This design comes from an exercise in tuning for small area and a short achievable clock period on the open sky130 flow, not from production work.
Only simulation tests tie the RTL to the original design; equivalence was not proved.
Power and IR drop assume default switching activity.

## v18
==> flow/design.v (excerpt) <==
module RISC_top(
    input clk,rst,
    output [15:0] imem_addr,
    input  [31:0] imem_data,
    output        dmem_we,
    output [5:0]  dmem_addr,
    output [31:0] dmem_wdata,
    input  [31:0] dmem_rdata,
    output        wb_we,
    output [4:0]  wb_addr,
    output [31:0] wb_data
    );
     parameter NOP = 7'b0000000;
parameter ADD = 7'b0000010;
parameter SUB = 7'b0000101;
parameter SLT = 7'b1100101;
parameter AND = 7'b0001000;
parameter OR  = 7'b0001010;
parameter XOR = 7'b0001100; 
parameter ST  = 7'b0000001;
parameter LD  = 7'b0100001;
parameter ADI = 7'b0100010; 
parameter SBI = 7'b0100101;
parameter NOT = 7'b0101110;
parameter ANI = 7'b0101000;
parameter ORI = 7'b0101010;
parameter XRI = 7'b0101100;
parameter AIU = 7'b1100010;
parameter SIU = 7'b1000101;
parameter MOV = 7'b1000000;
parameter LSL = 7'b0110000;
parameter LSR = 7'b0110001;
parameter ASL = 7'b0110010;
parameter ASR = 7'b0110011;
parameter ROL = 7'b0110100;
parameter ROR = 7'b0110101;
parameter RLC = 7'b0110110; 
parameter RRC = 7'b0110111;
parameter JMR = 7'b1100001;
parameter BZ  = 7'b0100000;
parameter BNZ = 7'b1100000;
parameter JMP = 7'b1000100;
parameter JML = 7'b0000111;
    reg  [15:0] pc;
    wire [15:0] pc_inc = pc + 16'd1;
    assign imem_addr = pc;
    reg  [15:0] d_pc1;
    reg  [6:0]  d_op;
    reg  [24:0] d_ir;
    reg         w_we;        
    reg  [4:0]  w_da;
    reg  [31:0] w_data;
    reg         rst_q;       
    always @(posedge clk) rst_q <= rst;
    reg  [31:0] e_A, e_Y;
    reg         e_x31, e_ca, e_cx;
    reg         e_fadd, e_fsh, e_oadd, e_olog, e_osh, e_old, e_oslt;
    reg  [15:0] e_bra;
    reg  [4:0]  e_da, e_sh;
    reg  [3:0]  e_rs0, e_rs1;
    reg         e_rs2;
    reg         e_rwnz, e_mw, e_fwe;
    reg         e_bz, e_bnz, e_jr, e_j;
    reg         e_cin, e_log;
    reg         e_land, e_lor, e_lxor, e_lnot;
    reg         e_kl, e_kr, e_knone, e_fill;
    wire oADD = d_op == ADD, oSUB = d_op == SUB, oSLT = d_op == SLT, oAND = d_op == AND;
  ...
For scale: about 160 I/O pins, roughly 59000 µm² of cells after synthesis.
==> flow/config.mk <==
export PLATFORM = sky130hd
export DESIGN_NAME = RISC_top
export DESIGN_NICKNAME = RISC_top
export VERILOG_FILES = /design/flow/design.v
export SDC_FILE = /design/flow/constraint.sdc
export NUM_CORES = 4
export LEC_CHECK = 0
export CAP_MARGIN = 20
export CORE_MARGIN = 2
export CORE_UTILIZATION = 40
export CTS_CLUSTER_DIAMETER = 80
export CTS_CLUSTER_SIZE = 20
export SETUP_SLACK_MARGIN = 5.0
export SLEW_MARGIN = 20
export SYNTH_HIERARCHICAL = 1
==> flow/constraint.sdc <==
create_clock -name core_clock -period 8.0 [get_ports {clk}]
set_input_delay 1.6000 -clock core_clock [delete_from_list [all_inputs] [get_ports {clk}]]
set_output_delay 1.6000 -clock core_clock [all_outputs]
set_load 0.01 [all_outputs]
standard.sh (not shown) runs the stock make flow with config.mk's settings and CLKGATE_MAP_FILE= SYNTH_SCRIPT=/design/flow/synth_recipe.tcl, a recipe that flattens the netlist after the stock synthesis.
==> flow/flow/run.sh <==
#!/bin/bash
# The standard layout (standard.sh) with two layout choices changed:
#  - the input and output ports are buffered with buf_2 cells
#  - clock tree synthesis uses large sink clusters and inserts no dummy loads
# make's full output goes to flow.log in this folder; ORFS's per-step logs
# stay under orfs/logs.
set -euo pipefail
bash standard.sh \
  'BUFFER_PORTS_ARGS=-buffer_cell sky130_fd_sc_hd__buf_2' \
  'CTS_ARGS=-sink_clustering_enable -repair_clock_nets -sink_clustering_size 20 -sink_clustering_max_diameter 80 -dont_use_dummy_load' \
  finish > flow.log 2>&1
v18 was carried through to the last stage, and its layout satisfied the timing, design-rule and antenna checks.
Inputs modified between v18 and v51:
Settings: an added TNS_END_PERCENT of 0.
Notes after the runs:
v51 vs v18 on reg2reg setup slack: v51 is the lower one.
Final sum of negative setup slack: v51 vs v18 identical
Side by side, number of buffers added by the clock tree synthesis step turned out higher in v51 than in v18.
The instance area after placement of v51 and that of v18 are within noise of each other.
[compare] base=v18 new=v51: total power closely matched the old numbers, wire length of the first global-routing pass increased by 2100 µm relative to the old numbers, shortest clock period the worst path allows after layout increased by 0.31 ns relative to the old numbers.
Final design area excluding fillers: v51 and v18 compared, lower one is v51
v51 gives more wire length than v18 did.
diff inputs: v51 => v46
Settings: changing CORE_UTILIZATION from 40 to 50.
==> summary.txt <==
- v46 against v51: final worst-path cycle share saw little to no change; proportion of layout cells with a drive suffix above 1 shrank by 0.92 points; sequential share of layout area saw an increase.
- v46 vs v51: tap cell count down by more than 10%
- NOTE routed via count divided by cell count v51->v46 increased by a few percent
- v46 vs. v51: core utilization now larger; wire length comparable.

## port drivers added, routing unchanged
The flow's constraints put no driver on any port. The routed layouts listed below were extracted and timed again, unchanged, in two steps.
Step 1, drivers: a clkbuf_16 drives clk and a buf_2 each remaining input, both assumed.
Step 2 adds t to the input delays and takes it off the output delays; t is the mean of the earliest and latest rising clock arrival at the registers after step 1. Input paths then give back, and output paths get back, about the clock's delay inside the block.
Slacks: ideal ports / drivers / drivers and shift; pairs: ideal ports / drivers.
run | t (ns) | slack for setup (ns) | pins driven straight from the clock port
v18 | 0.764 | 4.825 / 4.825 / 4.825 | 1
v51 | 0.772 | 4.516 / 4.516 / 4.516 | 1
v46 | 0.756 | 4.518 / 4.518 / 4.518 | 1
After both steps every run listed still meets setup and hold.
